Background: an optimization exercise with open tools, aiming at small area, a short achievable clock period and few clock cycles per item. Do not read the settings as production practice. Function was checked by simulation only, so behaviour that the tests miss may differ from the original.

--- design/flow/design.v ---
module aes_8_bit (rst, clk, key_in, d_in, d_out, d_vld);
    input rst, clk;
    input [7:0] key_in;
    input [7:0] d_in;
    output reg [7:0] d_out;
    output reg d_vld;
    reg [6:0] cnt;
    always @(posedge clk) begin
        if (rst) cnt <= 7'd0;
        else if (cnt != 7'd127) cnt <= cnt + 7'd1;
    end
    localparam CW = 32;
    localparam [CW-1:0] CW0 = 32'b10000010000000000000000000000001;
    wire [CW-1:0] nx;
    assign nx[0] = (cnt == 7'd0) | (cnt == 7'd1) | (cnt == 7'd2) | (cnt == 7'd3) | (cnt == 7'd4) | (cnt == 7'd5) | (cnt == 7'd6) | (cnt == 7'd7) | (cnt == 7'd8) | (cnt == 7'd9) | (cnt == 7'd10) | (cnt == 7'd11) | (cnt == 7'd12) | (cnt == 7'd13) | (cnt == 7'd14) | (cnt == 7'd15) | (cnt == 7'd16) | (cnt == 7'd17) | (cnt == 7'd18) | (cnt == 7'd19) | (cnt == 7'd20) | (cnt == 7'd21) | (cnt == 7'd22) | (cnt == 7'd23) | (cnt == 7'd24) | (cnt == 7'd25) | (cnt == 7'd26) | (cnt == 7'd27) | (cnt == 7'd28) | (cnt == 7'd29) | (cnt == 7'd30) | (cnt == 7'd31) | (cnt == 7'd32) | (cnt == 7'd33) | (cnt == 7'd34) | (cnt == 7'd35) | (cnt == 7'd36) | (cnt == 7'd37) | (cnt == 7'd38) | (cnt == 7'd39) | (cnt == 7'd40) | (cnt == 7'd41) | (cnt == 7'd42) | (cnt == 7'd43) | (cnt == 7'd44) | (cnt == 7'd45) | (cnt == 7'd46) | (cnt == 7'd47) | (cnt == 7'd48) | (cnt == 7'd49) | (cnt == 7'd50) | (cnt == 7'd51) | (cnt == 7'd52) | (cnt == 7'd53) | (cnt == 7'd54) | (cnt == 7'd55) | (cnt == 7'd56) | (cnt == 7'd57) | (cnt == 7'd58) | (cnt == 7'd59) | (cnt == 7'd60) | (cnt == 7'd61) | (cnt == 7'd62) | (cnt == 7'd63) | (cnt == 7'd64) | (cnt == 7'd65) | (cnt == 7'd66) | (cnt == 7'd67) | (cnt == 7'd68) | (cnt == 7'd69) | (cnt == 7'd70) | (cnt == 7'd71) | (cnt == 7'd72) | (cnt == 7'd73) | (cnt == 7'd74) | (cnt == 7'd78) | (cnt == 7'd82) | (cnt == 7'd86) | (cnt == 7'd90) | (cnt == 7'd91) | (cnt == 7'd92) | (cnt == 7'd93) | (cnt == 7'd94) | (cnt == 7'd95) | (cnt == 7'd96) | (cnt == 7'd97) | (cnt == 7'd98) | (cnt == 7'd99) | (cnt == 7'd100) | (cnt == 7'd101) | (cnt == 7'd102) | (cnt == 7'd103) | (cnt == 7'd104) | (cnt == 7'd105) | (cnt == 7'd106) | (cnt == 7'd107) | (cnt == 7'd108) | (cnt == 7'd109) | (cnt == 7'd110) | (cnt == 7'd111) | (cnt == 7'd112) | (cnt == 7'd113) | (cnt == 7'd114) | (cnt == 7'd115) | (cnt == 7'd116) | (cnt == 7'd117) | (cnt == 7'd118) | (cnt == 7'd119) | (cnt == 7'd120) | (cnt == 7'd121) | (cnt == 7'd122) | (cnt == 7'd123) | (cnt == 7'd124) | (cnt == 7'd125) | (cnt == 7'd126) | (cnt == 7'd127);
    assign nx[1] = (cnt == 7'd75) | (cnt == 7'd79) | (cnt == 7'd83) | (cnt == 7'd87);
    assign nx[2] = (cnt == 7'd76) | (cnt == 7'd80) | (cnt == 7'd84) | (cnt == 7'd88);
    assign nx[3] = (cnt == 7'd77) | (cnt == 7'd81) | (cnt == 7'd85) | (cnt == 7'd89);
    assign nx[4] = (cnt == 7'd74);
    assign nx[5] = (cnt == 7'd74) | (cnt == 7'd75) | (cnt == 7'd76) | (cnt == 7'd77) | (cnt == 7'd78) | (cnt == 7'd79) | (cnt == 7'd80) | (cnt == 7'd81) | (cnt == 7'd82) | (cnt == 7'd83) | (cnt == 7'd84) | (cnt == 7'd85) | (cnt == 7'd86) | (cnt == 7'd87) | (cnt == 7'd88) | (cnt == 7'd89);
    assign nx[6] = (cnt == 7'd1) | (cnt == 7'd5) | (cnt == 7'd9) | (cnt == 7'd13) | (cnt == 7'd25) | (cnt == 7'd26) | (cnt == 7'd27) | (cnt == 7'd28) | (cnt == 7'd31) | (cnt == 7'd32) | (cnt == 7'd33) | (cnt == 7'd34) | (cnt == 7'd37) | (cnt == 7'd38) | (cnt == 7'd39) | (cnt == 7'd40) | (cnt == 7'd43) | (cnt == 7'd44) | (cnt == 7'd45) | (cnt == 7'd46) | (cnt == 7'd49) | (cnt == 7'd50) | (cnt == 7'd51) | (cnt == 7'd52) | (cnt == 7'd55) | (cnt == 7'd56) | (cnt == 7'd57) | (cnt == 7'd58) | (cnt == 7'd61) | (cnt == 7'd62) | (cnt == 7'd63) | (cnt == 7'd64) | (cnt == 7'd67) | (cnt == 7'd68) | (cnt == 7'd69) | (cnt == 7'd70) | (cnt == 7'd73) | (cnt == 7'd74) | (cnt == 7'd75) | (cnt == 7'd76);
    assign nx[7] = (cnt == 7'd2) | (cnt == 7'd6) | (cnt == 7'd10) | (cnt == 7'd14) | (cnt == 7'd25) | (cnt == 7'd26) | (cnt == 7'd27) | (cnt == 7'd28) | (cnt == 7'd31) | (cnt == 7'd32) | (cnt == 7'd33) | (cnt == 7'd34) | (cnt == 7'd37) | (cnt == 7'd38) | (cnt == 7'd39) | (cnt == 7'd40) | (cnt == 7'd43) | (cnt == 7'd44) | (cnt == 7'd45) | (cnt == 7'd46) | (cnt == 7'd49) | (cnt == 7'd50) | (cnt == 7'd51) | (cnt == 7'd52) | (cnt == 7'd55) | (cnt == 7'd56) | (cnt == 7'd57) | (cnt == 7'd58) | (cnt == 7'd61) | (cnt == 7'd62) | (cnt == 7'd63) | (cnt == 7'd64) | (cnt == 7'd67) | (cnt == 7'd68) | (cnt == 7'd69) | (cnt == 7'd70) | (cnt == 7'd73) | (cnt == 7'd74) | (cnt == 7'd75) | (cnt == 7'd76);
    assign nx[8] = (cnt == 7'd3) | (cnt == 7'd7) | (cnt == 7'd11) | (cnt == 7'd15) | (cnt == 7'd25) | (cnt == 7'd26) | (cnt == 7'd27) | (cnt == 7'd28) | (cnt == 7'd31) | (cnt == 7'd32) | (cnt == 7'd33) | (cnt == 7'd34) | (cnt == 7'd37) | (cnt == 7'd38) | (cnt == 7'd39) | (cnt == 7'd40) | (cnt == 7'd43) | (cnt == 7'd44) | (cnt == 7'd45) | (cnt == 7'd46) | (cnt == 7'd49) | (cnt == 7'd50) | (cnt == 7'd51) | (cnt == 7'd52) | (cnt == 7'd55) | (cnt == 7'd56) | (cnt == 7'd57) | (cnt == 7'd58) | (cnt == 7'd61) | (cnt == 7'd62) | (cnt == 7'd63) | (cnt == 7'd64) | (cnt == 7'd67) | (cnt == 7'd68) | (cnt == 7'd69) | (cnt == 7'd70) | (cnt == 7'd73) | (cnt == 7'd74) | (cnt == 7'd75) | (cnt == 7'd76);
    assign nx[9] = (cnt == 7'd4) | (cnt == 7'd8) | (cnt == 7'd12) | (cnt == 7'd16) | (cnt == 7'd25) | (cnt == 7'd26) | (cnt == 7'd27) | (cnt == 7'd28) | (cnt == 7'd31) | (cnt == 7'd32) | (cnt == 7'd33) | (cnt == 7'd34) | (cnt == 7'd37) | (cnt == 7'd38) | (cnt == 7'd39) | (cnt == 7'd40) | (cnt == 7'd43) | (cnt == 7'd44) | (cnt == 7'd45) | (cnt == 7'd46) | (cnt == 7'd49) | (cnt == 7'd50) | (cnt == 7'd51) | (cnt == 7'd52) | (cnt == 7'd55) | (cnt == 7'd56) | (cnt == 7'd57) | (cnt == 7'd58) | (cnt == 7'd61) | (cnt == 7'd62) | (cnt == 7'd63) | (cnt == 7'd64) | (cnt == 7'd67) | (cnt == 7'd68) | (cnt == 7'd69) | (cnt == 7'd70) | (cnt == 7'd73) | (cnt == 7'd74) | (cnt == 7'd75) | (cnt == 7'd76);
    assign nx[10] = (cnt == 7'd1) | (cnt == 7'd2) | (cnt == 7'd3) | (cnt == 7'd4) | (cnt == 7'd25) | (cnt == 7'd31) | (cnt == 7'd37) | (cnt == 7'd43) | (cnt == 7'd49) | (cnt == 7'd55) | (cnt == 7'd61) | (cnt == 7'd67) | (cnt == 7'd73);
    assign nx[11] = (cnt == 7'd5) | (cnt == 7'd6) | (cnt == 7'd7) | (cnt == 7'd8) | (cnt == 7'd26) | (cnt == 7'd32) | (cnt == 7'd38) | (cnt == 7'd44) | (cnt == 7'd50) | (cnt == 7'd56) | (cnt == 7'd62) | (cnt == 7'd68) | (cnt == 7'd74);
    assign nx[12] = (cnt == 7'd9) | (cnt == 7'd10) | (cnt == 7'd11) | (cnt == 7'd12) | (cnt == 7'd27) | (cnt == 7'd33) | (cnt == 7'd39) | (cnt == 7'd45) | (cnt == 7'd51) | (cnt == 7'd57) | (cnt == 7'd63) | (cnt == 7'd69) | (cnt == 7'd75);
    assign nx[13] = (cnt == 7'd13) | (cnt == 7'd14) | (cnt == 7'd15) | (cnt == 7'd16) | (cnt == 7'd28) | (cnt == 7'd34) | (cnt == 7'd40) | (cnt == 7'd46) | (cnt == 7'd52) | (cnt == 7'd58) | (cnt == 7'd64) | (cnt == 7'd70) | (cnt == 7'd76);
    assign nx[14] = (cnt == 7'd17) | (cnt == 7'd18) | (cnt == 7'd19) | (cnt == 7'd20) | (cnt == 7'd65);
    assign nx[15] = (cnt == 7'd23) | (cnt == 7'd65) | (cnt == 7'd71);
    assign nx[16] = (cnt == 7'd29) | (cnt == 7'd71);
    assign nx[17] = (cnt == 7'd35) | (cnt == 7'd65);
    assign nx[18] = (cnt == 7'd41) | (cnt == 7'd65) | (cnt == 7'd71);
    assign nx[19] = (cnt == 7'd47) | (cnt == 7'd71);
    assign nx[20] = (cnt == 7'd53);
    assign nx[21] = (cnt == 7'd59);
    assign nx[22] = (cnt == 7'd77) | (cnt == 7'd81) | (cnt == 7'd85) | (cnt == 7'd89);
    assign nx[23] = (cnt == 7'd17) | (cnt == 7'd23) | (cnt == 7'd29) | (cnt == 7'd35) | (cnt == 7'd41) | (cnt == 7'd47) | (cnt == 7'd53) | (cnt == 7'd59) | (cnt == 7'd65) | (cnt == 7'd71);
    assign nx[24] = (cnt == 7'd17) | (cnt == 7'd18) | (cnt == 7'd19) | (cnt == 7'd20) | (cnt == 7'd23) | (cnt == 7'd24) | (cnt == 7'd25) | (cnt == 7'd26) | (cnt == 7'd29) | (cnt == 7'd30) | (cnt == 7'd31) | (cnt == 7'd32) | (cnt == 7'd35) | (cnt == 7'd36) | (cnt == 7'd37) | (cnt == 7'd38) | (cnt == 7'd41) | (cnt == 7'd42) | (cnt == 7'd43) | (cnt == 7'd44) | (cnt == 7'd47) | (cnt == 7'd48) | (cnt == 7'd49) | (cnt == 7'd50) | (cnt == 7'd53) | (cnt == 7'd54) | (cnt == 7'd55) | (cnt == 7'd56) | (cnt == 7'd59) | (cnt == 7'd60) | (cnt == 7'd61) | (cnt == 7'd62) | (cnt == 7'd65) | (cnt == 7'd66) | (cnt == 7'd67) | (cnt == 7'd68) | (cnt == 7'd71) | (cnt == 7'd72) | (cnt == 7'd73) | (cnt == 7'd74);
    assign nx[25] = (cnt == 7'd0) | (cnt == 7'd1) | (cnt == 7'd2) | (cnt == 7'd3) | (cnt == 7'd4) | (cnt == 7'd5) | (cnt == 7'd6) | (cnt == 7'd7) | (cnt == 7'd8) | (cnt == 7'd9) | (cnt == 7'd10) | (cnt == 7'd11) | (cnt == 7'd12) | (cnt == 7'd13) | (cnt == 7'd14) | (cnt == 7'd15) | (cnt == 7'd16) | (cnt == 7'd17) | (cnt == 7'd18) | (cnt == 7'd19) | (cnt == 7'd20) | (cnt == 7'd21) | (cnt == 7'd22) | (cnt == 7'd23) | (cnt == 7'd27) | (cnt == 7'd28) | (cnt == 7'd29) | (cnt == 7'd33) | (cnt == 7'd34) | (cnt == 7'd35) | (cnt == 7'd39) | (cnt == 7'd40) | (cnt == 7'd41) | (cnt == 7'd45) | (cnt == 7'd46) | (cnt == 7'd47) | (cnt == 7'd51) | (cnt == 7'd52) | (cnt == 7'd53) | (cnt == 7'd57) | (cnt == 7'd58) | (cnt == 7'd59) | (cnt == 7'd63) | (cnt == 7'd64) | (cnt == 7'd65) | (cnt == 7'd69) | (cnt == 7'd70) | (cnt == 7'd71) | (cnt == 7'd75) | (cnt == 7'd76) | (cnt == 7'd77) | (cnt == 7'd90) | (cnt == 7'd91) | (cnt == 7'd92) | (cnt == 7'd93) | (cnt == 7'd94) | (cnt == 7'd95) | (cnt == 7'd96) | (cnt == 7'd97) | (cnt == 7'd98) | (cnt == 7'd99) | (cnt == 7'd100) | (cnt == 7'd101) | (cnt == 7'd102) | (cnt == 7'd103) | (cnt == 7'd104) | (cnt == 7'd105) | (cnt == 7'd106) | (cnt == 7'd107) | (cnt == 7'd108) | (cnt == 7'd109) | (cnt == 7'd110) | (cnt == 7'd111) | (cnt == 7'd112) | (cnt == 7'd113) | (cnt == 7'd114) | (cnt == 7'd115) | (cnt == 7'd116) | (cnt == 7'd117) | (cnt == 7'd118) | (cnt == 7'd119) | (cnt == 7'd120) | (cnt == 7'd121) | (cnt == 7'd122) | (cnt == 7'd123) | (cnt == 7'd124) | (cnt == 7'd125) | (cnt == 7'd126) | (cnt == 7'd127);
    assign nx[26] = (cnt == 7'd24) | (cnt == 7'd30) | (cnt == 7'd36) | (cnt == 7'd42) | (cnt == 7'd48) | (cnt == 7'd54) | (cnt == 7'd60) | (cnt == 7'd66) | (cnt == 7'd72) | (cnt == 7'd78) | (cnt == 7'd79) | (cnt == 7'd80) | (cnt == 7'd81);
    assign nx[27] = (cnt == 7'd25) | (cnt == 7'd31) | (cnt == 7'd37) | (cnt == 7'd43) | (cnt == 7'd49) | (cnt == 7'd55) | (cnt == 7'd61) | (cnt == 7'd67) | (cnt == 7'd73) | (cnt == 7'd82) | (cnt == 7'd83) | (cnt == 7'd84) | (cnt == 7'd85);
    assign nx[28] = (cnt == 7'd26) | (cnt == 7'd32) | (cnt == 7'd38) | (cnt == 7'd44) | (cnt == 7'd50) | (cnt == 7'd56) | (cnt == 7'd62) | (cnt == 7'd68) | (cnt == 7'd74) | (cnt == 7'd86) | (cnt == 7'd87) | (cnt == 7'd88) | (cnt == 7'd89);
    assign nx[29] = (cnt == 7'd23) | (cnt == 7'd24) | (cnt == 7'd25) | (cnt == 7'd26) | (cnt == 7'd29) | (cnt == 7'd30) | (cnt == 7'd31) | (cnt == 7'd32) | (cnt == 7'd35) | (cnt == 7'd36) | (cnt == 7'd37) | (cnt == 7'd38) | (cnt == 7'd41) | (cnt == 7'd42) | (cnt == 7'd43) | (cnt == 7'd44) | (cnt == 7'd47) | (cnt == 7'd48) | (cnt == 7'd49) | (cnt == 7'd50) | (cnt == 7'd53) | (cnt == 7'd54) | (cnt == 7'd55) | (cnt == 7'd56) | (cnt == 7'd59) | (cnt == 7'd60) | (cnt == 7'd61) | (cnt == 7'd62) | (cnt == 7'd65) | (cnt == 7'd66) | (cnt == 7'd67) | (cnt == 7'd68) | (cnt == 7'd71) | (cnt == 7'd72) | (cnt == 7'd73) | (cnt == 7'd74);
    assign nx[30] = (cnt == 7'd15) | (cnt == 7'd21) | (cnt == 7'd27) | (cnt == 7'd33) | (cnt == 7'd39) | (cnt == 7'd45) | (cnt == 7'd51) | (cnt == 7'd57) | (cnt == 7'd63) | (cnt == 7'd69);
    assign nx[31] = (cnt == 7'd0) | (cnt == 7'd1) | (cnt == 7'd2) | (cnt == 7'd3) | (cnt == 7'd4) | (cnt == 7'd5) | (cnt == 7'd6) | (cnt == 7'd7) | (cnt == 7'd8) | (cnt == 7'd9) | (cnt == 7'd10) | (cnt == 7'd11) | (cnt == 7'd12) | (cnt == 7'd13) | (cnt == 7'd14);
    reg [CW-1:0] cw;
    always @(posedge clk) cw <= rst ? CW0 : nx;
    wire        ld      = cw[31];
    wire        p1_key  = cw[30];
    wire        p1_dat  = cw[29];
    wire [3:0]  gsel    = cw[28:25];    
    wire        k_step  = cw[24];
    wire        k_step0 = cw[23];
    wire        k_rot   = cw[22];
    wire [7:0]  rcv     = cw[21:14];
    wire [3:0]  s_col   = cw[13:10];
    wire [3:0]  s_row   = cw[9:6];
    wire        outp    = cw[5];
    wire        first   = cw[4];        
    wire [3:0]  orow    = cw[3:0];      
    reg [7:0] S [0:3][0:3];    
    reg [31:0] K0, K1, K2, K3;  
    reg [31:0] P1;
    reg [47:0] P2;
    function [7:0] xt;
        input [7:0] b;
        xt = {b[6:0], 1'b0} ^ (b[7] ? 8'h1b : 8'h00);
    endfunction
    reg [7:0] spare;
    always @(posedge clk) spare <= S[1][0];
    function [7:0] sel4;
        input [3:0] s;
        input [7:0] a0, a1, a2, a3;
        sel4 = ({8{s[0]}} & a0) | ({8{s[1]}} & a1) | ({8{s[2]}} & a2) | ({8{s[3]}} & a3);
    endfunction
    wire [7:0] g0 = sel4(gsel,                 S[0][0], S[0][1], S[0][2], S[0][3]);
    wire [7:0] g1 = sel4({gsel[2:0], gsel[3]},   spare,   S[1][1], S[1][2], S[1][3]);
    wire [7:0] g2 = sel4({gsel[1:0], gsel[3:2]}, S[2][0], S[2][1], S[2][2], S[2][3]);
    wire [7:0] g3 = sel4({gsel[0], gsel[3:1]},   S[3][0], S[3][1], S[3][2], S[3][3]);
    wire [7:0] mt = g0 ^ g1 ^ g2 ^ g3;
    wire [7:0] m0 = g0 ^ mt ^ xt(g0 ^ g1);
    wire [7:0] m1 = g1 ^ mt ^ xt(g1 ^ g2);
    wire [7:0] m2 = g2 ^ mt ^ xt(g2 ^ g3);
    wire [7:0] m3 = g3 ^ mt ^ xt(g3 ^ g0);
    wire [31:0] xr = {m0, m1, m2, m3} ^ K0;      
    wire [31:0] xo = {g0, g1, g2, g3} ^ K0;      
    wire [7:0] x0in = d_in ^ key_in;
    wire [31:0] p1_in = p1_dat ? xr :
                        p1_key ? {K3[23:16], K3[15:8], K3[7:0], K3[31:24]} :
                        {4{x0in}};
    wire [31:0] p1_lin;
    genvar l;
    generate
        for (l = 0; l < 4; l = l + 1) begin : lin
            sbox_lin u0 (p1_in[31-8*l -: 8], p1_lin[31-8*l -: 8]);
        end
    endgenerate
    always @(posedge clk) P1 <= p1_lin;
    wire [47:0] mid;
    wire [31:0] sb;
    generate
        for (l = 0; l < 4; l = l + 1) begin : lane
            sbox_s1 u1 (P1[31-8*l -: 8], mid[47-12*l -: 12]);
            sbox_s2 u2 (P2[47-12*l -: 12], sb[31-8*l -: 8]);
        end
    endgenerate
    always @(posedge clk) P2 <= mid;
    integer i, j;
    always @(posedge clk) begin
        for (i = 0; i < 4; i = i + 1)
            for (j = 0; j < 4; j = j + 1)
                if (s_row[i] & s_col[j]) S[i][j] <= sb[31-8*i -: 8];
    end
    wire [31:0] knew = K0 ^ (k_step0 ? (sb ^ {rcv, 24'h0}) : (k_rot ? 32'h0 : K3));
    always @(posedge clk) begin
        if (ld) begin
            case (cnt[1:0])
                2'd0: begin
                    if (cnt[3:2] != 2'd0) begin
                        K0 <= K1; K1 <= K2; K2 <= K3;
                    end
                    K3[31:24] <= key_in;
                end
                2'd1: K3[23:16] <= key_in;
                2'd2: K3[15:8] <= key_in;
                2'd3: K3[7:0] <= key_in;
            endcase
        end else if (k_step | k_rot) begin
            K0 <= K1; K1 <= K2; K2 <= K3; K3 <= knew;
        end
    end
    always @(posedge clk) begin
        d_out <= first ? (S[0][0] ^ K1[31:24])
                       : sel4(orow, xo[31:24], xo[23:16], xo[15:8], xo[7:0]);
        if (rst) d_vld <= 1'b0;
        else if (outp) d_vld <= 1'b1;
    end
endmodule
module GF_SQ_2 ( A, Q );
    input [1:0] A;
    output [1:0] Q;
    assign Q = { A[0], A[1] };
endmodule
module GF_MULS_2 ( A, ab, B, cd, Y );
    input [1:0] A;
    input ab;
    input [1:0] B;
    input cd;
    output [1:0] Y;
    wire abcd, p, q;
    assign abcd = ~(ab & cd);  
    assign p = (~(A[1] & B[1])) ^ abcd;
    assign q = (~(A[0] & B[0])) ^ abcd;
    assign Y = { p, q };
endmodule
module GF_MULS_SCL_2 ( A, ab, B, cd, Y );
    input [1:0] A;
    input ab;
    input [1:0] B;
    input cd;
    output [1:0] Y;
    wire t, p, q;
    assign t = ~(A[0] & B[0]);  
    assign p = (~(ab & cd)) ^ t;
    assign q = (~(A[1] & B[1])) ^ t;
    assign Y = { p, q };
endmodule
module GF_INV_4 ( X, Y );
input [3:0] X;
output [3:0] Y;
    wire [1:0] a, b, c, d, p, q;
    wire sa, sb, sd;  
    assign a = X[3:2];
    assign b = X[1:0];
    assign sa = a[1] ^ a[0];
    assign sb = b[1] ^ b[0];
    assign c = {  
    ~(a[1] | b[1]) ^ (~(sa & sb)) ,
    ~(sa | sb) ^ (~(a[0] & b[0])) };
    GF_SQ_2 dinv( c, d);
    assign sd = d[1] ^ d[0];
    GF_MULS_2 pmul(d, sd, b, sb, p);
    GF_MULS_2 qmul(d, sd, a, sa, q);
    assign Y = { p, q };
endmodule
module GF_MULS_4 ( A, a1, Al, Ah, aa, B, b1, Bl, Bh, bb, Q );
    input [3:0] A;
    input [1:0] a1;
    input Al;
    input Ah;
    input aa;
    input [3:0] B;
    input [1:0] b1;
    input Bl;
    input Bh;
    input bb;
    output [3:0] Q;
    wire [1:0] ph, pl, p;
    GF_MULS_2 himul(A[3:2], Ah, B[3:2], Bh, ph);
    GF_MULS_2 lomul(A[1:0], Al, B[1:0], Bl, pl);
    GF_MULS_SCL_2 summul( a1, aa, b1, bb, p);
    assign Q = { (ph ^ p), (pl ^ p) };
endmodule
module GF_INV_8 ( X, Y );
    input [7:0] X;
    output [7:0] Y;
    wire [3:0] a, b, c, d, p, q;
    wire [1:0] sa, sb, sd;  
    wire al, ah, aa, bl, bh, bb, dl, dh, dd;  
    wire c1, c2, c3;  
    assign a = X[7:4];
    assign b = X[3:0];
    assign sa = a[3:2] ^ a[1:0];
    assign sb = b[3:2] ^ b[1:0];
    assign al = a[1] ^ a[0];
    assign ah = a[3] ^ a[2];
    assign aa = sa[1] ^ sa[0];
    assign bl = b[1] ^ b[0];
    assign bh = b[3] ^ b[2];
    assign bb = sb[1] ^ sb[0];
    assign c1 = ~(ah & bh);
    assign c2 = ~(sa[0] & sb[0]);
    assign c3 = ~(aa & bb);
    assign c = { 
    (~(sa[0] | sb[0]) ^ (~(a[3] & b[3]))) ^ c1 ^ c3 ,
    (~(sa[1] | sb[1]) ^ (~(a[2] & b[2]))) ^ c1 ^ c2 ,
    (~(al | bl) ^ (~(a[1] & b[1]))) ^ c2 ^ c3 ,
    (~(a[0] | b[0]) ^ (~(al & bl))) ^ (~(sa[1] & sb[1])) ^ c2 };
    GF_INV_4 dinv( c, d);
    assign sd = d[3:2] ^ d[1:0];
    assign dl = d[1] ^ d[0];
    assign dh = d[3] ^ d[2];
    assign dd = sd[1] ^ sd[0];
    GF_MULS_4 pmul(d, sd, dl, dh, dd, b, sb, bl, bh, bb, p);
    GF_MULS_4 qmul(d, sd, dl, dh, dd, a, sa, al, ah, aa, q);
    assign Y = { p, q };
endmodule
module bSbox ( A, Q );
    input [7:0] A;
    output [7:0] Q;
    wire [7:0] B, C;
    wire R1, R2, R3, R4, R5, R6, R7, R8, R9;
    wire T1, T2, T3, T4, T5, T6, T7, T8, T9;
    assign R1 = A[7] ^ A[5] ;
    assign R2 = A[7] ^ A[4] ;
    assign R3 = A[6] ^ A[0] ;
    assign R4 = A[5] ^ R3 ;
    assign R5 = A[4] ^ R4 ;
    assign R6 = A[3] ^ A[0] ;
    assign R7 = A[2] ^ R1 ;
    assign R8 = A[1] ^ R3 ;
    assign R9 = A[3] ^ R8 ;
    assign B[7] = R7 ^ R8 ;
    assign B[6] = R5 ;
    assign B[5] = A[1] ^ R4 ;
    assign B[4] = R1 ^ R3 ;
    assign B[3] = A[1] ^ R2 ^ R6 ;
    assign B[2] = A[0] ;
    assign B[1] = R4 ;
    assign B[0] = A[2] ^ R9 ;
    GF_INV_8 inv( B, C );
    assign T1 = C[7] ^ C[3] ;
    assign T2 = C[6] ^ C[4] ;
    assign T3 = C[6] ^ C[0] ;
    assign T4 = C[5] ^ C[3] ;
    assign T5 = C[5] ^ T1 ;
    assign T6 = C[5] ^ C[1] ;
    assign T7 = C[4] ^ T6 ;
    assign T8 = C[2] ^ T4 ;
    assign T9 = C[1] ^ T2 ;
    assign Q[7] = T4 ;
    assign Q[6] = ~T1 ;
    assign Q[5] = ~T3 ;
    assign Q[4] = T5 ;
    assign Q[3] = T2 ^ T5 ;
    assign Q[2] = T3 ^ T8 ;
    assign Q[1] = ~T7 ;
    assign Q[0] = ~T9 ;
endmodule
module sbox_lin ( A, B );
    input [7:0] A;
    output [7:0] B;
    wire R1, R2, R3, R4, R5, R6, R7, R8, R9;
    assign R1 = A[7] ^ A[5] ;
    assign R2 = A[7] ^ A[4] ;
    assign R3 = A[6] ^ A[0] ;
    assign R4 = A[5] ^ R3 ;
    assign R5 = A[4] ^ R4 ;
    assign R6 = A[3] ^ A[0] ;
    assign R7 = A[2] ^ R1 ;
    assign R8 = A[1] ^ R3 ;
    assign R9 = A[3] ^ R8 ;
    assign B[7] = R7 ^ R8 ;
    assign B[6] = R5 ;
    assign B[5] = A[1] ^ R4 ;
    assign B[4] = R1 ^ R3 ;
    assign B[3] = A[1] ^ R2 ^ R6 ;
    assign B[2] = A[0] ;
    assign B[1] = R4 ;
    assign B[0] = A[2] ^ R9 ;
endmodule
module sbox_s1 ( B, M );
    input [7:0] B;
    output [11:0] M;  
    wire [3:0] a, b, c, d;
    wire [1:0] sa, sb;
    wire al, ah, aa, bl, bh, bb, c1, c2, c3;
    assign a = B[7:4];
    assign b = B[3:0];
    assign sa = a[3:2] ^ a[1:0];
    assign sb = b[3:2] ^ b[1:0];
    assign al = a[1] ^ a[0];
    assign ah = a[3] ^ a[2];
    assign aa = sa[1] ^ sa[0];
    assign bl = b[1] ^ b[0];
    assign bh = b[3] ^ b[2];
    assign bb = sb[1] ^ sb[0];
    assign c1 = ~(ah & bh);
    assign c2 = ~(sa[0] & sb[0]);
    assign c3 = ~(aa & bb);
    assign c = {
    (~(sa[0] | sb[0]) ^ (~(a[3] & b[3]))) ^ c1 ^ c3 ,
    (~(sa[1] | sb[1]) ^ (~(a[2] & b[2]))) ^ c1 ^ c2 ,
    (~(al | bl) ^ (~(a[1] & b[1]))) ^ c2 ^ c3 ,
    (~(a[0] | b[0]) ^ (~(al & bl))) ^ (~(sa[1] & sb[1])) ^ c2 };
    GF_INV_4 dinv( c, d);
    assign M = {d, a, b};
endmodule
module sbox_s2 ( M, Q );
    input [11:0] M;
    output [7:0] Q;
    wire [3:0] a, b, d, p, q;
    wire [1:0] sa, sb, sd;
    wire al, ah, aa, bl, bh, bb, dl, dh, dd;
    wire [7:0] C;
    wire T1, T2, T3, T4, T5, T6, T7, T8, T9;
    assign d = M[11:8];
    assign a = M[7:4];
    assign b = M[3:0];
    assign sa = a[3:2] ^ a[1:0];
    assign sb = b[3:2] ^ b[1:0];
    assign al = a[1] ^ a[0];
    assign ah = a[3] ^ a[2];
    assign aa = sa[1] ^ sa[0];
    assign bl = b[1] ^ b[0];
    assign bh = b[3] ^ b[2];
    assign bb = sb[1] ^ sb[0];
    assign sd = d[3:2] ^ d[1:0];
    assign dl = d[1] ^ d[0];
    assign dh = d[3] ^ d[2];
    assign dd = sd[1] ^ sd[0];
    GF_MULS_4 pmul(d, sd, dl, dh, dd, b, sb, bl, bh, bb, p);
    GF_MULS_4 qmul(d, sd, dl, dh, dd, a, sa, al, ah, aa, q);
    assign C = { p, q };
    assign T1 = C[7] ^ C[3] ;
    assign T2 = C[6] ^ C[4] ;
    assign T3 = C[6] ^ C[0] ;
    assign T4 = C[5] ^ C[3] ;
    assign T5 = C[5] ^ T1 ;
    assign T6 = C[5] ^ C[1] ;
    assign T7 = C[4] ^ T6 ;
    assign T8 = C[2] ^ T4 ;
    assign T9 = C[1] ^ T2 ;
    assign Q[7] = T4 ;
    assign Q[6] = ~T1 ;
    assign Q[5] = ~T3 ;
    assign Q[4] = T5 ;
    assign Q[3] = T2 ^ T5 ;
    assign Q[2] = T3 ^ T8 ;
    assign Q[1] = ~T7 ;
    assign Q[0] = ~T9 ;
endmodule
--- design/flow/run.sh ---
#!/bin/bash
# synth_recipe.tcl (not shown) runs the flow's synth.tcl, then flattens the netlist and writes it again
# the make line also repeats each setting of config.mk as NAME=value (left out here)
make -C /OpenROAD-flow-scripts/flow DESIGN_CONFIG=/design/flow/config.mk WORK_HOME=/design/flow/orfs CLKGATE_MAP_FILE= SYNTH_SCRIPT=/design/flow/synth_recipe.tcl finish
--- design/flow/config.mk ---
export PLATFORM = sky130hd
export DESIGN_NAME = aes_8_bit
export DESIGN_NICKNAME = aes_8_bit
export VERILOG_FILES = /design/flow/design.v
export SDC_FILE = /design/flow/constraint.sdc
export NUM_CORES = 4
export LEC_CHECK = 0
export CAP_MARGIN = 20
export CORE_MARGIN = 2
export CORE_UTILIZATION = 55
export SETUP_SLACK_MARGIN = 4.6
export SLEW_MARGIN = 20
--- design/flow/constraint.sdc ---
create_clock -name core_clock -period 7.0 [get_ports {clk}]
set_input_delay 1.4000 -clock core_clock [delete_from_list [all_inputs] [get_ports {clk}]]
set_output_delay 1.4000 -clock core_clock [all_outputs]
set_load 0.01 [all_outputs]
==> results of run 1 <==
worst register-to-register path, stage by stage, from the launching register on:
cell,delay (ns)
dfxtp_4,0.42
buf_12,0.19
a22oi_2,0.24
nand2_4,0.13
xnor2_4,0.24
buf_6,0.14
xnor3_1,0.42
a21oi_4,0.21
buf_6,0.16
xor2_4,0.18
xor2_2,0.16
xnor2_1,0.16
through the flow:
step	setup WS [ns]	hold slack, ns	utilization, %	std cells
finish	4.28	0.339	75.0	2797
global route	4.17	0.347	75.0	2796
CTS	4.35	0.340	69.9	2700
detailed placement	3.45	0.327	57.9	2469
global placement	3.49	0.328	57.9	2469
floorplan	4.04	0.323	-	2024
kinds of logic (layout without fill, tap and decap cells):
family | count (synthesis) | in the layout | share of synthesized area [%]
adders and majority gates | 4 | 4 | 0.235
muxes | 52 | 52 | 2.62
xor gates and xnor gates | 475 | 476 | 20.7
DFF | 391 | 391 | 48.7
buffers and inverters | 175 | 428 | 3.24
other | 0 | 1 | 0
and+or+nand+nor | 427 | 427 | 9.65
AOI/OAI and AO/OA | 500 | 500 | 14.8
worst max path at each step:
stage | cells after the start | end | slack, ns
after floorplan | 6 | K0[0]$_DFFE_PP_ | 4.04
after global placement | 10 | P1[31]$_DFF_P_ | 3.49
after detailed placement | 10 | P1[31]$_DFF_P_ | 3.45
after CTS | 8 | K3[18]$_DFFE_PP_ | 4.35
after global routing | 9 | K3[18]$_DFFE_PP_ | 4.17
final | 11 | P1[8]$_DFF_P_ | 4.28
per-layer routing:
metal	track usage [%]	vias up
met3	5.00	150
met1	43.3	8468
li1	-	7628
met5	0	-
met2	52.1	692
met4	11.4	0
layout make-up:
cell class                 instances  area (sq um)
clock inverter                    32           313
timing repair buffer             289          2730
fill                            2536          9630
antenna                            1          2.50
tap                              518           648
sequential                       391         10500
inverter                          56           219
multi-input combinational       1459         13200
clock buffer                      51          1180
state kept, by name, indices dropped and copies added (netlist names):
name   cells
spare      8
P2        48
K0        32
cw        31
d_out      8
K3        32
d_vld      1
S        128
K1        32
K2        32
P1        32
cnt        7
repair_timing:
| item | CTS | global route |
|---|---|---|
| gates resized for setup | 411 | 201 |
| setup endpoints to repair | 241 | 181 |
| setup buffers | 144 | 92 |
| gates cloned | 4 | 4 |
| pin swaps | 146 | 125 |
| hold endpoints to repair | 0 | 0 |
placed cells by master, fill, tap and decap left out, types with 10 or more instances in the layout:
master,Yosys,layout
a21oi_1,124,91
a21oi_2,2,30
a22o_1,22,22
a22oi_1,118,69
a22oi_2,0,49
a31oi_1,10,10
a32oi_1,15,12
and2_1,23,23
buf_12,0,19
buf_4,0,192
buf_6,1,46
clkbuf_16,0,47
clkinv_2,0,12
dfxtp_1,135,77
dfxtp_2,0,31
dfxtp_4,0,27
dlygate4sd2_1,0,14
edfxtp_1,256,256
inv_1,55,46
mux2_2,31,26
mux2i_1,21,20
nand2_1,113,76
nand2_2,2,28
nand2_4,0,11
nand2b_1,31,29
nand3_1,23,22
nand4_1,10,10
nor2_1,120,112
nor2b_1,26,25
nor3_1,38,36
o21ai_0,139,124
o21ai_1,0,14
o22ai_1,23,23
xnor2_1,248,130
xnor2_2,4,89
xnor2_4,0,33
xor2_1,203,150
xor2_2,8,29
xor2_4,0,33
==> results.toml, run 1 <==
[job]
drv_cap = 0

[critical_path]
startpoint = "cw[25]$_SDFF_PP1_"
r2r_start = "cw[25]$_SDFF_PP1_"
end_kind = "flop"
crit_top_cell = "buf_6"
crit_family = "XOR/XNOR gates"
worst-setup-path-type = "flop to flop"
critPathMaxFanout = 7
cp_cell_sequence = "buf_12 -> a22oi_2 -> nand2_4 -> xnor2_4 -> buf_6 -> xnor3_1 -> a21oi_4 -> buf_6 -> xor2_4 -> xor2_2 -> xnor2_1"
r2r_slack_ns = 4.28
rr_endpoint = "P1[8]$_DFF_P_"
slowest_delay_ns = 0.42
path_buf_inv = 3
cp-start-kind = "flop"
cp.required_ns = 7.49
r2r_cells = 11
critPathArrivalTime_ns = 3.21
critPathSlowestCell = "dfxtp_4"

[synth]
synth_commonest_cells = "edfxtp_1 (256), xnor2_1 (248), xor2_1 (203)"
synth_top_area_cell = "edfxtp_1"
synth_cells = 2024
synth_most_common_cell = "edfxtp_1"
ys_top_cells_by_area = "edfxtp_1 (36%), dfxtp_1 (13%), xnor2_1 (10%), xor2_1 (8.3%), a22oi_1 (4.2%)"
synth_nets = 2046
synth-edff-count = 256
synth-seq-area-share_pct = 48.7
synthArstFlopShare_pct = 0
ys_ff_latch = 391
yosysWarnings = 2
yosys.cell_types.count = 72
avgSynthCellArea_sq_um = 10.5
synth_top_flop_cell = "edfxtp_1"
syn_area_sq_um = 21300
synth_top_cell_area_share_pct = 36.0

[drt]
num_vias = 16900
dr.pass1.iters = 7
first_iter_violations = 1594
drc_errors = 0
highest_layer = "met4"
routed_wl_mm = 68.6
wl_met1_mm = 27.9
via_per_inst = 6.06
wl_per_cell_um = 24.5
dr_wl_met3_mm = 4.88
ant_nets = 0
dr_wl_met2_mm = 33.3

[sta]
finalWorstPathRequiredPeriod_ns = 2.72
final_max_slew_viol_count = 0
fin_crit_sh_pct = 38.9
setup_tns_ns = 0
hold_violations = 0
fin_worst_skew_ns = 0.0289
tightest_slew_ns = 1.06
setup_violations = 0
rsz0062_at_grt = "true"
maxSlewHeadroom_pct = 28.7
clock.fmax_mhz = 367

[clock_tree]
clk_latency_ns = 0.58
hold_buffers = 0
cts-root-buf = "clkbuf_16"
clkSinkCount = 391
cts_made_buffers = 45
path_clk_slew_ns = 0.06
cts_tree = "done"
clockBufferDepth = 3
h-tree-depth = 2

[outcome]
outcome = "no timing/DRC/antenna violations"

[cells_and_area]
layout-drive-gt1-share_pct = 35.7
finalInstanceArea_sq_um = 28800
final_nets = 2264
area_delta_synth_final_pct = 35.2

[global_route]
grt_antenna_before_repair = 1
grt.overflow.total = 0
grt_pass1_wl_mm = 97.7
grt_max_degree = 63
track_usage_pct = 31.9
grt_pass1_vias = 16000

[min_path]
hold_path_class = "flop to flop"
hp-start = "S[4][4]$_DFFE_PP_"
hold_path_end = "spare[4]$_DFF_P_"
whs_path_depth = 0

[floorplan]
die_w_um = 201
die_y_um = 201
die_area_sq_um = 40400
start_util_pct = 55.5
num_rows = 72
num_io_pins = 27
coreArea_sq_um = 38500

[place]
place_area_sq_um = 22300
dpl.hpwl_mm = 41.9
routabilityCongestion = 0.938
port_buffers = 26
Testbench counts, summed over its fixed seeds: cycles 47,104, blocks 512.
==> run 2, diff against run 1 <==
--- a/design/flow/config.mk
+++ b/design/flow/config.mk
@@ -5,8 +5,9 @@
 export SDC_FILE = /design/flow/constraint.sdc
 export NUM_CORES = 4
 export LEC_CHECK = 0
+export ABC_CLOCK_PERIOD_IN_PS = 2800
 export CAP_MARGIN = 20
 export CORE_MARGIN = 2
 export CORE_UTILIZATION = 55
-export SETUP_SLACK_MARGIN = 4.6
+export SETUP_SLACK_MARGIN = 4.3
 export SLEW_MARGIN = 20
==> run 2 against run 1 <==
Effect of this change:
- critical path type unchanged
- via count down 5.9%
- die area unchanged
- highest routed layer unchanged
- routed wire length fell by 10%
- non-clock buffer count down 132
- worst hold slack worse by 0.0012 ns
- final area shrank 9.9%
- fmax shrank 0.55%
- clock skew down 0.012 ns
==> results.toml, run 2 <==
[critical_path]
r2r_start = "P2[10]$_DFF_P_"
cp-start-kind = "flop"
crit_top_cell = "xor2_2"
critPathSlowestCell = "dfxtp_4"
end_kind = "flop"
worst-setup-path-type = "flop to flop"
r2r_cells = 10
cp.required_ns = 7.33
cp_cell_sequence = "xor2_1 -> or3_4 -> a31oi_4 -> xor2_2 -> xor2_2 -> xor2_2 -> buf_4 -> xnor2_4 -> and4b_1 -> nor3_2"
critPathArrivalTime_ns = 3.07
slowest_delay_ns = 0.38
startpoint = "P2[10]$_DFF_P_"
critPathMaxFanout = 6

[drt]
wl_per_cell_um = 23.1
num_vias = 15900
ant_nets = 0
first_iter_violations = 1399
dr.pass1.iters = 6
drc_errors = 0
via_per_inst = 5.98
routed_wl_mm = 61.6

[job]
drv_cap = 0

[min_path]
hp-start = "S[4][0]$_DFFE_PP_"
hold_path_class = "flop to flop"
whs_path_depth = 0

[synth]
ys_ff_latch = 391
synth-seq-area-share_pct = 48.7
avgSynthCellArea_sq_um = 10.5
yosysWarnings = 2
syn_area_sq_um = 21300
synth_top_flop_cell = "edfxtp_1"
ys_top_cells_by_area = "edfxtp_1 (36%), dfxtp_1 (13%), xnor2_1 (10%), xor2_1 (8.3%), a22oi_1 (4.2%)"
synth_most_common_cell = "edfxtp_1"
synth-edff-count = 256
synth_top_area_cell = "edfxtp_1"
yosys.cell_types.count = 72
synth_cells = 2024
synth_commonest_cells = "edfxtp_1 (256), xnor2_1 (248), xor2_1 (203)"
synth_top_cell_area_share_pct = 36.0
synth_nets = 2046
synthArstFlopShare_pct = 0

[sta]
fin_worst_skew_ns = 0.0169
hold_violations = 0
setup_violations = 0
rsz0062_at_grt = "true"
maxSlewHeadroom_pct = 34.0
final_max_slew_viol_count = 0
setup_tns_ns = 0
finalWorstPathRequiredPeriod_ns = 2.74
clock.fmax_mhz = 365
fin_crit_sh_pct = 39.1
tightest_slew_ns = 0.991
fin_ws_ns = 4.26

[outcome]
outcome = "no timing/DRC/antenna violations"

[global_route]
track_usage_pct = 29.2
grt_antenna_before_repair = 0
grt_pass1_vias = 14800
grt_max_degree = 63
grt.overflow.total = 0
grt_pass1_wl_mm = 89.9

[cells_and_area]
layout_common_cells = "edfxtp_1 (256), xnor2_1 (191), xor2_1 (169), o21ai_0 (135)"
antenna_cells = 0
multi_input_area_sq_um = 11800
top_register = "S"
layout_commonest_cell = "edfxtp_1"
fillCellCount = 2969
layout-drive-gt1-share_pct = 22.7
area_delta_synth_final_pct = 21.8
finish.utilization_pct = 67.5
finalInstanceArea_sq_um = 26000
top_regs = "S x128, P2 x48"
largest_reg_flops = 128
final_nets = 2131
ff_latch_area_sq_um = 10500

[place]
dpl.hpwl_mm = 41.4
routabilityCongestion = 0.951
place_area_sq_um = 22000
pre_cts_slack_ns = 3.47
port_buffers = 26

[floorplan]
die_area_sq_um = 40400
coreArea_sq_um = 38500
start_util_pct = 55.5
num_rows = 72
num_io_pins = 27
die_w_um = 201
die_y_um = 201

[clock_tree]
path_clk_slew_ns = 0.06
clkSinkCount = 391
cts-root-buf = "clkbuf_16"
cts_made_buffers = 44
clk_latency_ns = 0.58
cts_tree = "done"
clockBufferDepth = 3
h-tree-depth = 2
hold_buffers = 0
run 2: final cells by class:
cell class	instances	area share [%]
Clock inverter	31	1.27
Timing Repair Buffer	157	5.35
Tap cell	518	2.49
Sequential cell	391	40.3
Inverter	56	0.838
Multi-Input combinational cell	1459	45.3
Clock buffer	51	4.42
run 2: critical path, delay by kind of cell (launching register included):
kind | cells | cell delay (ns)
buf+inv | 1 | 0.16
simple gates | 3 | 0.67
flops | 1 | 0.38
xor+xnor | 5 | 1.06
compound gates | 1 | 0.22
run 2: metrics by stage:
step / std cells / hold slack [ns]
floorplan: 2024 / 0.323
global placement: 2469 / 0.325
detailed placement: 2469 / 0.328
CTS: 2594 / 0.340
global route: 2663 / 0.342
finish: 2663 / 0.338
run 2: kinds of logic (layout without fill, tap and decap cells):
group                      after synthesis  count (layout)  synth area share (%)
muxes                                   52              52                  2.62
DFF                                    391             391                  48.7
buffers and inverters                  175             295                  3.24
adders and majority gates                4               4                 0.235
and+or+nand+nor                        427             427                  9.65
AOI/OAI and AO/OA                      500             500                  14.8
xor gates and xnor gates               475             476                  20.7
run 2: final timing paths:
check,to,slack (ns)
max,K3[2]$_DFFE_PP_,4.26
min reg2reg,spare[0]$_DFF_P_,0.34
min,spare[0]$_DFF_P_,0.34
max reg2reg,K3[2]$_DFFE_PP_,4.26
run 2: repair_timing:
item / 4_1_cts / 5_1_grt
cloned: 0 / 4
buffers inserted: 43 / 65
resized for setup: 179 / 130
setup endpoints to repair: 163 / 121
pin swaps: 44 / 68
run 2: per-layer routing:
| layer | up-vias | GRT usage [%] | routed length, um |
|---|---|---|---|
| met5 | - | 0 | 0 |
| met1 | 7893 | 40.0 | 26100 |
| li1 | 7365 | - | - |
| met3 | 103 | 4.61 | 3890 |
| met2 | 573 | 47.9 | 29800 |
| met4 | 0 | 8.89 | 1760 |
==> run 3, diff against run 2 <==
==> design/flow/config.mk (replaced) <==
export PLATFORM = sky130hd
export DESIGN_NAME = aes_8_bit
export DESIGN_NICKNAME = aes_8_bit
export VERILOG_FILES = /design/flow/design.v
export SDC_FILE = /design/flow/constraint.sdc
export NUM_CORES = 4
export LEC_CHECK = 0
export CAP_MARGIN = 20
export CORE_MARGIN = 2
export CORE_UTILIZATION = 60
export SETUP_SLACK_MARGIN = 4.3
export SLEW_MARGIN = 20
==> run 3 against run 2 <==
Effect of this change:
- clock-buffer cell count up 13
- non-clock buffer count is 8 higher
- core utilization up 6.2 points
- final cell count down 1.9%
- setup slack worse by 0.027 ns
- via count rose by 0.85%
- sequential share of layout area is 0.061 points lower
- flip-flop and latch count stayed put
- register-to-register slack lost 0.03 ns
- die area down 8.2%
- critical path type unchanged
==> results.toml, run 3 <==
[outcome]
outcome = "no timing/DRC/antenna violations"

[cells_and_area]
finish.utilization_pct = 73.8
top_regs = "S x128, P2 x48"
largest_reg_flops = 128
area_delta_synth_final_pct = 22.1
final_nets = 2138
layout-drive-gt1-share_pct = 24.3
top_register = "S"
antenna_cells = 0
layout_common_cells = "edfxtp_1 (256), xnor2_1 (180), xor2_1 (165), o21ai_0 (129), buf_4 (125)"
layout_commonest_cell = "edfxtp_1"

[drt]
num_vias = 16100
wl_per_cell_um = 23.3
wl_met1_mm = 25.5
dr.pass1.iters = 6
dr_wl_met2_mm = 29.5
via_per_inst = 6.15
first_iter_violations = 1559
dr_wl_met3_mm = 3.86
drc_errors = 0
highest_layer = "met5"
ant_nets = 0
routed_wl_mm = 60.9

[sta]
whs_ns = 0.339
fin_worst_skew_ns = 0.0242
maxSlewHeadroom_pct = 29.8
tightest_slew_ns = 1.04
hold_violations = 0
setup_violations = 0
setup_tns_ns = 0
rsz0062_at_grt = "true"
fin_crit_sh_pct = 39.5
clock.fmax_mhz = 362
finalWorstPathRequiredPeriod_ns = 2.76
final_max_slew_viol_count = 0

[synth]
synthArstFlopShare_pct = 0
synth_top_flop_cell = "edfxtp_1"
synth-seq-area-share_pct = 48.7
synth_commonest_cells = "edfxtp_1 (256), xnor2_1 (248), xor2_1 (203)"
ys_ff_latch = 391
synth-edff-count = 256
ys_top_cells_by_area = "edfxtp_1 (36%), dfxtp_1 (13%), xnor2_1 (10%), xor2_1 (8.3%), a22oi_1 (4.2%)"
yosysWarnings = 2
syn_area_sq_um = 21300
avgSynthCellArea_sq_um = 10.5
synth_most_common_cell = "edfxtp_1"
yosys.cell_types.count = 72
synth_top_area_cell = "edfxtp_1"
synth_top_cell_area_share_pct = 36.0
synth_cells = 2024
synth_nets = 2046

[global_route]
grt_pass1_wl_mm = 87.7
grt_antenna_before_repair = 1
grt.overflow.total = 0
grt_pass1_vias = 14600
track_usage_pct = 31.5
grt_max_degree = 63

[clock_tree]
clk_latency_ns = 0.56
hold_buffers = 0
cts-root-buf = "clkbuf_16"
clockBufferDepth = 3
path_clk_slew_ns = 0.06
h-tree-depth = 2
clkSinkCount = 391
cts_made_buffers = 43
cts_tree = "done"

[critical_path]
r2r_start = "cw[25]$_SDFF_PP1_"
end_kind = "flop"
path_buf_inv = 1
cp_cell_sequence = "buf_12 -> a22oi_1 -> nand2_2 -> xnor2_1 -> xnor3_1 -> a21oi_1 -> xnor2_2 -> xnor2_2 -> xnor2_2 -> xnor2_1"
critPathSlowestCell = "xnor3_1"
crit_top_cell = "xnor2_2"
slowest_delay_ns = 0.43
critPathArrivalTime_ns = 3.24
cp.required_ns = 7.48
crit_family = "XOR/XNOR gates"
worst-setup-path-type = "flop to flop"
critPathMaxFanout = 24
startpoint = "cw[25]$_SDFF_PP1_"
cp-start-kind = "flop"

[floorplan]
num_rows = 69
num_io_pins = 27
die_y_um = 193
die_area_sq_um = 37100
die_w_um = 193
coreArea_sq_um = 35300
start_util_pct = 60.4

[place]
dpl.hpwl_mm = 40.3
port_buffers = 26
routabilityCongestion = 0.963

[min_path]
hp-start = "S[4][0]$_DFFE_PP_"
hold_path_class = "flop to flop"

[job]
drv_cap = 0
==> run 3: cell counts after synthesis <==
Identical to the previous run, type by type.
==> run 3: repair_timing <==
action                     CTS  global route
hold endpoints to repair     0             0
cloned                       0             1
resized for setup          181           162
setup buffers               40            79
setup endpoints to repair  171           134
pin swaps                   44            82
==> run 3: worst register-to-register path, cell delays in order (launching register included) <==
cell	delay (ns)
dfxtp_4	0.39
buf_12	0.17
a22oi_1	0.26
nand2_2	0.21
xnor2_1	0.28
xnor3_1	0.43
a21oi_1	0.26
xnor2_2	0.12
xnor2_2	0.27
xnor2_2	0.16
xnor2_1	0.14
==> run 3: final cells by class <==
type                       instances  area (sq um)
clock buffer                      64          1260
multi-input combinational       1459         11900
tap                              461           577
clock inverter                    16           189
inverter                          56           215
timing repair buffer             165          1410
sequential                       391         10500
fill                            2436          9270
==> run 3: layer usage <==
metal	vias to the layer above	global-route usage, %
li1	7377	-
met1	7960	44.2
met2	611	51.1
met3	120	3.67
met4	2	11.0
met5	-	0
==> run 3: cells by family (layout without fill, tap and decap cells) <==
kind of cell,count (synthesis),after routing,share of synthesized area [%]
xor+xnor,475,476,20.7
mux,52,52,2.62
compound gates,500,500,14.8
buf+inv,175,301,3.24
flops,391,391,48.7
simple gates,427,427,9.65
fa+ha+maj,4,4,0.235
==> run 3: worst paths after layout <==
| path | end | slack, ns | cells past startpoint |
|---|---|---|---|
| setup / recovery | P1[31]$_DFF_P_ | 4.24 | 10 |
| hold reg to reg | spare[0]$_DFF_P_ | 0.34 | 0 |
| setup reg to reg | P1[31]$_DFF_P_ | 4.24 | 10 |
| hold / removal | spare[0]$_DFF_P_ | 0.34 | 0 |
==> run 3: per-stage QoR <==
step	cells	instance area [sq um]	worst slack, ns
4_1_cts	2532	24500	4.18
3_3_place_gp	2412	22000	3.53
3_5_place_dp	2412	22000	3.47
6_report	2612	26000	4.24
2_1_floorplan	2024	21500	4.04
5_1_grt	2612	26000	4.16
==> run 4, diff against run 3 <==
--- a/design/flow/config.mk
+++ b/design/flow/config.mk
@@ -7,6 +7,6 @@
 export LEC_CHECK = 0
 export CAP_MARGIN = 20
 export CORE_MARGIN = 2
-export CORE_UTILIZATION = 60
-export SETUP_SLACK_MARGIN = 4.3
+export CORE_UTILIZATION = 45
+export SETUP_SLACK_MARGIN = 4.2
 export SLEW_MARGIN = 20
==> run 4 against run 3 <==
Effect of this change:
- global-route usage is 7.0 points lower
- flip-flop and latch count stayed put
- core utilization is 18 points lower
- first-iteration DRC count is 8.2% higher
- clock-buffer cell count is 9 lower
- clock skew is 0.0056 ns lower
- register-to-register slack hardly changed
- setup slack worse by 0.043 ns
- critical path type is now primary input to flop
- largest cell class unchanged
==> results.toml, run 4 <==
[synth]
synth_top_area_cell = "edfxtp_1"
synth_commonest_cells = "edfxtp_1 (256), xnor2_1 (248), xor2_1 (203)"
yosysWarnings = 2
synth_top_cell_area_share_pct = 36.0
synth-seq-area-share_pct = 48.7
synth-edff-count = 256
avgSynthCellArea_sq_um = 10.5
synth_top_flop_cell = "edfxtp_1"
yosys.cell_types.count = 72
syn_area_sq_um = 21300
synth_cells = 2024
ys_top_cells_by_area = "edfxtp_1 (36%), dfxtp_1 (13%), xnor2_1 (10%), xor2_1 (8.3%), a22oi_1 (4.2%)"
synthArstFlopShare_pct = 0
synth_most_common_cell = "edfxtp_1"
ys_ff_latch = 391
synth_nets = 2046

[floorplan]
num_io_pins = 27
coreArea_sq_um = 46700
die_area_sq_um = 49200
die_w_um = 222
die_y_um = 222
num_rows = 79
start_util_pct = 45.7

[clock_tree]
hold_buffers = 0
h-tree-depth = 2
clkSinkCount = 391
clk_latency_ns = 0.57
cts-root-buf = "clkbuf_16"
path_clk_slew_ns = 0.06
cts_made_buffers = 43
clockBufferDepth = 3
cts_tree = "done"

[global_route]
grt_pass1_wl_mm = 92.7
grt.overflow.total = 0
grt_max_degree = 63
track_usage_pct = 24.5
grt_antenna_before_repair = 2
grt_pass1_vias = 15000

[drt]
drc_errors = 0
via_per_inst = 5.80
routed_wl_mm = 63.5
dr.pass1.iters = 16
wl_per_cell_um = 23.1
ant_nets = 0
first_iter_violations = 1687
num_vias = 16000

[cells_and_area]
largest_reg_flops = 128
fin_cells = 2751
layout_commonest_cell = "edfxtp_1"
fillCellCount = 3963
area_delta_synth_final_pct = 21.9
final_nets = 2133
top_register = "S"
layout-drive-gt1-share_pct = 22.5
top_regs = "S x128, P2 x48"
finalInstanceArea_sq_um = 26000
layout_common_cells = "edfxtp_1 (256), xnor2_1 (197), xor2_1 (158), o21ai_0 (136), buf_4 (119)"
antenna_cells = 0

[critical_path]
critPathArrivalTime_ns = 3.30
worst-setup-path-type = "primary input to flop"
path_buf_inv = 1
critPathSlowestCell = "clkdlybuf4s50_1"
cp_cell_sequence = "clkdlybuf4s50_1 -> xor2_2 -> nor2_2 -> nor3_1 -> a21oi_2 -> xor2_2 -> xnor2_1 -> xnor2_1"
slowest_delay_ns = 0.52
critPathMaxFanout = 4
rr_endpoint = "P1[22]$_DFF_P_"
cp-start-kind = "primary input"
r2r_slack_ns = 4.23
r2r_cells = 9
r2r_start = "cw[25]$_SDFF_PP1_"
cp.required_ns = 7.50
end_kind = "flop"
crit_family = "XOR/XNOR gates"

[sta]
tightest_slew_ns = 1.05
setup_violations = 0
rsz0062_at_grt = "true"
maxSlewHeadroom_pct = 29.5
fin_ws_ns = 4.19
final_max_slew_viol_count = 0
setup_tns_ns = 0
fin_crit_sh_pct = 40.1
fin_worst_skew_ns = 0.0186
hold_violations = 0
finalWorstPathRequiredPeriod_ns = 2.81
clock.fmax_mhz = 356

[outcome]
outcome = "no timing/DRC/antenna violations"

[place]
routabilityCongestion = 1.01
dpl.hpwl_mm = 42.8
place_area_sq_um = 22100
place_inst = 2556
pre_cts_slack_ns = 3.30
port_buffers = 26

[min_path]
hold_path_end = "spare[0]$_DFF_P_"
whs_path_depth = 0
hp-start = "S[4][0]$_DFFE_PP_"
hold_path_class = "flop to flop"

[job]
drv_cap = 0
[run 4: cell counts after synthesis]
Identical to the previous run, type by type.
[run 4: worst max path at each step]
stage	from	end	cells past startpoint
2_1_floorplan	cnt[1]$_SDFFE_PP0N_	K0[0]$_DFFE_PP_	6
3_3_place_gp	key_in[0]	P1[29]$_DFF_P_	9
3_5_place_dp	key_in[0]	P1[23]$_DFF_P_	9
4_1_cts	P2[10]$_DFF_P_	K3[2]$_DFFE_PP_	10
5_1_grt	P2[17]$_DFF_P_	K3[11]$_DFFE_PP_	11
6_report	key_in[1]	P1[24]$_DFF_P_	8
[run 4: per-stage QoR]
step	hold WS [ns]	utilization (%)
finish	0.332	55.8
global route	0.353	55.8
CTS	0.337	52.5
detailed placement	0.331	47.3
global placement	0.324	47.3
floorplan	0.323	-
[run 4: cell type report]
cell class,instances,area (sq um),area share (%)
tap,607,759,2.92
clock inverter,23,191,0.736
inverter,56,218,0.837
clock buffer,55,1160,4.47
timing repair buffer,161,1410,5.42
multi-input combinational,1458,11800,45.3
sequential,391,10500,40.3
[run 4: layer usage]
layer,wire length [um],track usage (%)
met1,27900,33.7
met2,29300,39.2
met3,3930,4.13
met4,2430,8.70
met5,13,0
[run 4: logic make-up (layout without fill, tap and decap cells)]
kind of cell	after synthesis	count (layout)	synth area share [%]
buffers and inverters	175	295	3.24
and+or+nand+nor	427	427	9.65
DFF	391	391	48.7
muxes	52	52	2.62
AOI/OAI and AO/OA	500	500	14.8
adders and majority gates	4	4	0.235
xor gates and xnor gates	475	475	20.7
[run 4: timing repair]
action,CTS,global route
setup buffers,32,83
endpoints found under the setup margin,97,74
pin swaps,30,58
gates resized for setup,169,142
cloned,0,2
==> run 5, diff against run 4 <==
--- a/design/flow/config.mk
+++ b/design/flow/config.mk
@@ -7,6 +7,6 @@
 export LEC_CHECK = 0
 export CAP_MARGIN = 20
 export CORE_MARGIN = 2
-export CORE_UTILIZATION = 45
-export SETUP_SLACK_MARGIN = 4.2
+export CORE_UTILIZATION = 55
+export SETUP_SLACK_MARGIN = 4.4
 export SLEW_MARGIN = 20
==> run 5 against run 4 <==
Effect of this change:
- worst hold slack better by 0.0072 ns
- global-route usage is 5.0 points higher
- largest cell class unchanged
- non-clock buffer count increased by 54
- fmax is 4.5% higher
- core utilization rose by 15 points
- critical path depth rose by 2
- still clean
- synthesized cell count unchanged
- register-to-register slack improved by 0.08 ns
==> results.toml, run 5 <==
[outcome]
outcome = "no timing/DRC/antenna violations"

[global_route]
grt.overflow.total = 0
grt_pass1_vias = 15100
track_usage_pct = 29.5
grt-busiest-layer = "met2"
grt.met1_usage_pct = 40.4
grt.met2_usage_pct = 49.0
grt_pass1_wl_mm = 90.9
grtUsageMet3_pct = 3.10
grt_max_degree = 63
grt_antenna_before_repair = 1

[cells_and_area]
largest_reg_flops = 128
fillCellCount = 2772
final_nets = 2186
area_delta_synth_final_pct = 26.8
layout_commonest_cell = "edfxtp_1"
finalInstanceArea_sq_um = 27100
layout_common_cells = "edfxtp_1 (256), xnor2_1 (160), xor2_1 (157), buf_4 (157), o21ai_0 (132)"
top_register = "S"
antenna_cells = 0
multi_input_area_sq_um = 12500
ff_latch_area_sq_um = 10500
top_regs = "S x128, P2 x48"
fin_cells = 2715
layout-drive-gt1-share_pct = 28.4

[sta]
rsz0062_at_grt = "true"
final_max_slew_viol_count = 0
setup_violations = 0
fin_crit_sh_pct = 38.4
hold_violations = 0
fin_worst_skew_ns = 0.0146
clock.fmax_mhz = 372
finalWorstPathRequiredPeriod_ns = 2.69
tightest_slew_ns = 1.09
maxSlewHeadroom_pct = 27.1
whs_ns = 0.339
setup_tns_ns = 0

[critical_path]
crit_family = "XOR/XNOR gates"
critPathMaxFanout = 4
worst-setup-path-type = "flop to flop"
critPathArrivalTime_ns = 3.01
path_buf_inv = 1
end_kind = "flop"
cp-start-kind = "flop"
cp_cell_sequence = "xnor2_2 -> or3_4 -> a31oi_4 -> xor2_2 -> xor2_2 -> xor2_2 -> buf_4 -> xnor2_4 -> and4b_1 -> nor3_2"
crit_top_cell = "xor2_2"
slowest_delay_ns = 0.41
critPathSlowestCell = "or3_4"
cp.required_ns = 7.32

[place]
routabilityCongestion = 0.956
dpl.hpwl_mm = 41.2
place_inst = 2467
port_buffers = 26
place_area_sq_um = 22100

[synth]
yosysWarnings = 2
synth_top_family_by_area = "XOR/XNOR gates"
synth_top_flop_cell = "edfxtp_1"
synth_top_cell_area_share_pct = 36.0
syn_area_sq_um = 21300
synth-edff-count = 256
synthArstFlopShare_pct = 0
yosys.area_share.adder_pct = 0.235
synth_cells = 2024
synth_commonest_cells = "edfxtp_1 (256), xnor2_1 (248), xor2_1 (203)"
synth_compound_area_share_pct = 14.8
yosys.cell_types.count = 72
synth-seq-area-share_pct = 48.7
synthMuxAreaShare_pct = 2.62
synth_top_area_cell = "edfxtp_1"
avgSynthCellArea_sq_um = 10.5
synth-xor-area-share_pct = 20.7
synth-simple-area-share_pct = 9.65
synth_most_common_cell = "edfxtp_1"
ys_ff_latch = 391
synth_nets = 2046
ys_top_cells_by_area = "edfxtp_1 (36%), dfxtp_1 (13%), xnor2_1 (10%), xor2_1 (8.3%), a22oi_1 (4.2%)"

[clock_tree]
h-tree-depth = 2
cts-root-buf = "clkbuf_16"
clkSinkCount = 391
clk_latency_ns = 0.57
hold_buffers = 0
clockBufferDepth = 3
path_clk_slew_ns = 0.06
cts_made_buffers = 42
cts_tree = "done"

[drt]
first_iter_violations = 1666
drc_errors = 0
via_per_inst = 5.95
wl_per_cell_um = 23.0
dr.pass1.iters = 6
routed_wl_mm = 62.5
num_vias = 16100
ant_nets = 0

[floorplan]
start_util_pct = 55.5
die_w_um = 201
die_y_um = 201
num_rows = 72
coreArea_sq_um = 38500
die_area_sq_um = 40400
num_io_pins = 27

[job]
drv_cap = 0

[min_path]
hold_path_class = "flop to flop"
## run 5: cell count changes in the layout (fill, tap and decap cells not counted), sizes merged, moves of 2 or more
cell	previous run	this run
clkbuf	59	65
buf	131	186
bufinv	3	1
clkdlybuf4s50	12	2
clkinv	18	10
clkdlybuf4s15	0	3
dlymetal6s2s	1	7
## run 5: final cells by class
cell class | instances | share of cell area [%]
multi-input combinational | 1458 | 46.1
sequential | 391 | 38.8
timing repair buffer | 215 | 7.15
clock buffer | 62 | 4.35
tap | 518 | 2.40
inverter | 56 | 0.823
clock inverter | 15 | 0.388
## run 5: what timing repair did
action                     4_1_cts  5_1_grt
cloned                           2        2
gates resized for setup        252      205
setup endpoints to repair      185      140
hold endpoints to repair         0        0
pin swaps                       63      127
buffers inserted                70       97
## run 5: path summary, 6_finish.rpt
| check | from | endpoint | depth (start not counted) | slack [ns] |
|---|---|---|---|---|
| hold reg to reg | S[4][6]$_DFFE_PP_ | spare[6]$_DFF_P_ | 0 | 0.34 |
| setup reg to reg | P2[6]$_DFF_P_ | K3[2]$_DFFE_PP_ | 10 | 4.31 |
| hold / removal | S[4][6]$_DFFE_PP_ | spare[6]$_DFF_P_ | 0 | 0.34 |
| setup / recovery | P2[6]$_DFF_P_ | K3[2]$_DFFE_PP_ | 10 | 4.31 |
## run 5: kinds of logic (layout without fill, tap and decap cells)
group                      after synthesis  in the layout
AOI/OAI and AO/OA                      500            500
xor gates and xnor gates               475            475
adders and majority gates                4              4
buffers and inverters                  175            348
DFF                                    391            391
muxes                                   52             52
and+or+nand+nor                        427            427
## run 5: layer usage
layer  wire, um  part of all wire (%)  vias to the layer above
met3       3660                   5.8                      124
met4       2430                   3.9                        0
li1           -                     -                     7451
met2      30000                    48                      584
met1      26400                    42                     7990
met5          0                     0                        -
## run 5: per-stage QoR
step,setup slack (ns),util (%)
detailed placement,3.48,57.4
floorplan,4.04,-
global placement,3.50,57.4
CTS,4.24,65.4
finish,4.31,70.3
global route,4.21,70.3

[port drivers added, routing unchanged]
How much do the figures lean on ideal ports? The routed layouts below were timed once more, with nothing changed but the port constraints.
Step 1, drivers: a clkbuf_16 drives clk and a buf_2 each remaining input, both assumed.
Step 2 times the ports against the registers' clock, not the clock port: input delays grow and output delays shrink by t, the midpoint of the rising clock arrivals with the driver on.
a / b / c = ideal / step 1 / step 2; a / b = the first two.
run	t, ns	setup WS [ns]	worst setup path at the end	worst register clock-pin slew, ns
run 1	0.626	4.278 / 4.278 / 3.765	input to register	0.07 / 0.07
run 2	0.631	4.263 / 4.263 / 3.694	input to register	0.06 / 0.06
run 3	0.603	4.236 / 4.236 / 3.702	input to register	0.06 / 0.06
run 4	0.611	4.193 / 4.215 / 3.604	input to register	0.07 / 0.07
run 5	0.615	4.314 / 4.314 / 3.816	input to register	0.07 / 0.07
After both steps setup and hold are still met in every run listed. The setup slack of run 4, which loses most, moves by +0.022 ns with the drivers and by -0.589 ns with both steps.
